Context: an optimization exercise on an open-source flow, tuned for small area and a short achievable clock period. The choices shown serve that exercise and are no tape-out recipe. Function was checked by simulation only, so behaviour that the tests miss may differ from the original. Power and IR drop assume default switching activity.

run F:
Design avalon_uart, start of the top module:
module avalon_uart (
    input               clk,
    input               rst,
    input               avn_read,
    input               avn_write,
    input [4:0]         avn_address,
    input [31:0]        avn_writedata,
    output reg [31:0]   avn_readdata,
    output              avn_waitrequest,
    output              int_txwm,
    output              int_rxwm,
    output              uart_txd,
    input               uart_rxd
);
clock: 3.5 ns
lec_check: 0
cap_margin: 20
core_margin: 2
core_utilization: 75
place_density: 0.85
setup_slack_margin: 1.7
slew_margin: 20
standard.sh (not shown) runs the stock make flow with config.mk's settings and CLKGATE_MAP_FILE= SYNTH_SCRIPT=/design/flow/synth_recipe.tcl, a recipe that flattens the netlist after the stock synthesis.
==> flow/flow/run.sh <==
#!/bin/bash
set -euo pipefail
bash standard.sh "BUFFER_PORTS_ARGS=-buffer_cell sky130_fd_sc_hd__buf_2" \
  "CTS_ARGS=-sink_clustering_enable -repair_clock_nets -sink_clustering_size 16 -sink_clustering_max_diameter 60 -buf_list sky130_fd_sc_hd__clkbuf_8 -dont_use_dummy_load" \
  finish > flow_make.log 2>&1
Run F: flow completed, timing, DRC and antenna clean
Inputs modified between run F and run Z:
- a change of PLACE_DENSITY from 0.85 to 0.75
- a change of CORE_UTILIZATION from 75 to 65
--- outcome ---
Per the comparison of run Z with run F, number of vias after detailed routing went down, clock share of power increased by 0.4 points relative to the old numbers, slew of the pin with the lowest slew margin now larger, shortest clock period the worst path allows after layout rose 19 ps, wire length of the first global-routing pass shows an increase of 590 um.
A uppermost layer routed of met5 is what run Z shows, while met4 belongs to run F.
Per the comparison of run Z with run F, non-clock buffer count now smaller; cell depth of the worst setup path decreased by 1 relative to the old numbers; data arrival at the endpoint of the critical path shows a reduction of 150 ps.

========
Another version of the RTL of avalon_uart (not shown whole).
Size in the first run: about 1100 cells after synthesis, roughly 300 flip-flops, ~12000 um2 of cells after synthesis.
==> flow/config.mk <==
export PLATFORM = sky130hd
export DESIGN_NAME = avalon_uart
export DESIGN_NICKNAME = avalon_uart
export VERILOG_FILES = /design/flow/design.v
export SDC_FILE = /design/flow/constraint.sdc
export NUM_CORES = 4
export LEC_CHECK = 0
export CAP_MARGIN = 20
export CORE_MARGIN = 2
export CORE_UTILIZATION = 65
export PLACE_DENSITY = 0.75
export SETUP_SLACK_MARGIN = 1.75
export SLEW_MARGIN = 20
==> flow/constraint.sdc <==
create_clock -name core_clock -period 3.5 [get_ports {clk}]
set_input_delay 0.7000 -clock core_clock [delete_from_list [all_inputs] [get_ports {clk}]]
set_output_delay 0.7000 -clock core_clock [all_outputs]
set_load 0.01 [all_outputs]
Scripts as last shown in full above: flow/flow/run.sh
The starting point went through all stages and came out clean.
Then changed:
==> flow/flow/run.sh (replaced) <==
#!/bin/bash
set -euo pipefail
bash standard.sh "BUFFER_PORTS_ARGS=-buffer_cell sky130_fd_sc_hd__buf_2" \
  "CTS_ARGS=-sink_clustering_enable -repair_clock_nets -sink_clustering_size 16 -sink_clustering_max_diameter 60 -buf_list sky130_fd_sc_hd__clkbuf_8 -root_buf sky130_fd_sc_hd__clkbuf_16 -dont_use_dummy_load" \
  finish > flow_make.log 2>&1
CORE_UTILIZATION = 55   (was 65)
PLACE_DENSITY = 0.65   (was 0.75)
SETUP_SLACK_MARGIN = 1.82   (was 1.75)
=> The new run produced a clean layout; synthesized area does not change; sequential power hardly moves; worst hold slack gets better by 0.0081 ns; routed wire length came out higher by 3.3%; utilization came out lower by 9.2 points; cell count came out higher by 4.2%; via count came out lower by 0.92%; critical path depth came out higher by 2.
Then changed:
CORE_UTILIZATION = 65   (was 55)
PLACE_DENSITY = 0.75   (was 0.65)
SETUP_SLACK_MARGIN = 1.85   (was 1.82)
Result: Clock skew came out lower by 0.0072 ns; routed wire length goes down by 2.7%; synthesized area is unchanged; critical path depth went down by 2; maximum frequency decreases by 0.98%.
Then changed:
==> flow/flow/run.sh (replaced) <==
#!/bin/bash
set -euo pipefail
bash standard.sh "BUFFER_PORTS_ARGS=-buffer_cell sky130_fd_sc_hd__buf_2" \
  "CTS_ARGS=-sink_clustering_enable -repair_clock_nets -sink_clustering_size 16 -sink_clustering_max_diameter 60 -buf_list sky130_fd_sc_hd__clkbuf_8 -dont_use_dummy_load" \
  finish > flow_make.log 2>&1
SETUP_SLACK_MARGIN = 1.6   (was 1.85)
What happened: The new run ran to the end with no violations; register-to-register slack gets worse by 0.35 ns; clock skew hardly moves; utilization goes down by 1.7 points.
Then changed:
==> flow/flow/run.sh (replaced) <==
#!/bin/bash
set -euo pipefail
bash standard.sh "BUFFER_PORTS_ARGS=-buffer_cell sky130_fd_sc_hd__buf_2" \
  "CTS_ARGS=-sink_clustering_enable -repair_clock_nets -sink_clustering_size 24 -sink_clustering_max_diameter 100 -buf_list sky130_fd_sc_hd__clkbuf_16 -dont_use_dummy_load" \
  finish > flow_make.log 2>&1
SETUP_SLACK_MARGIN = 1.86   (was 1.6)
=> The new run produced a clean layout. Clock skew climbs by 0.017 ns. First-iteration DRC count drops by roughly a tenth. Routed wire length climbs by a few percent. Setup slack is better by 0.28 ns. Hold slack is better by 0.056 ns. Synthesized area stays the same. Sequential power hardly moves. Via count climbs by a few percent. Register-to-register slack is better by 0.37 ns.

[re-timing with driven ports]
Ports are ideal in the flow. The routed layouts listed here were re-timed in OpenROAD.
Step 1 (the two cells are an assumption about what drives the block):
set clk [get_ports {clk}]
set_driving_cell -lib_cell sky130_fd_sc_hd__clkbuf_16 $clk
set_driving_cell -lib_cell sky130_fd_sc_hd__buf_2 [delete_from_list [all_inputs] $clk]
Step 2 also shifts input and output timing later by t, the mid clock arrival at the registers, as if the neighbouring blocks saw the same clock.
Slacks: ideal / step 1 / step 2; pairs: ideal / step 1.
run	t, ns	slack for setup (ns)	worst slew at a driven data input, ns	cell pins on the clock port's net
run F	0.572	1.723 / 1.690 / 1.177	0.07	1
run Z	0.573	1.703 / 1.703 / 1.202	0.04	1
the first run of note 2	0.572	1.779 / 1.740 / 1.248	0.05	1
the second run of note 2	0.526	1.841 / 1.792 / 1.388	0.08	1
the third run of note 2	0.524	1.824 / 1.783 / 1.456	0.05	1
the fourth run of note 2	0.566	1.524 / 1.524 / 1.283	0.05	1
the fifth run of note 2	0.532	1.808 / 1.762 / 1.415	0.06	1
After both steps setup and hold are still met in every run listed. For run F, which loses most, drivers alone change the setup slack by -0.033 ns; drivers and shift together by -0.546 ns.
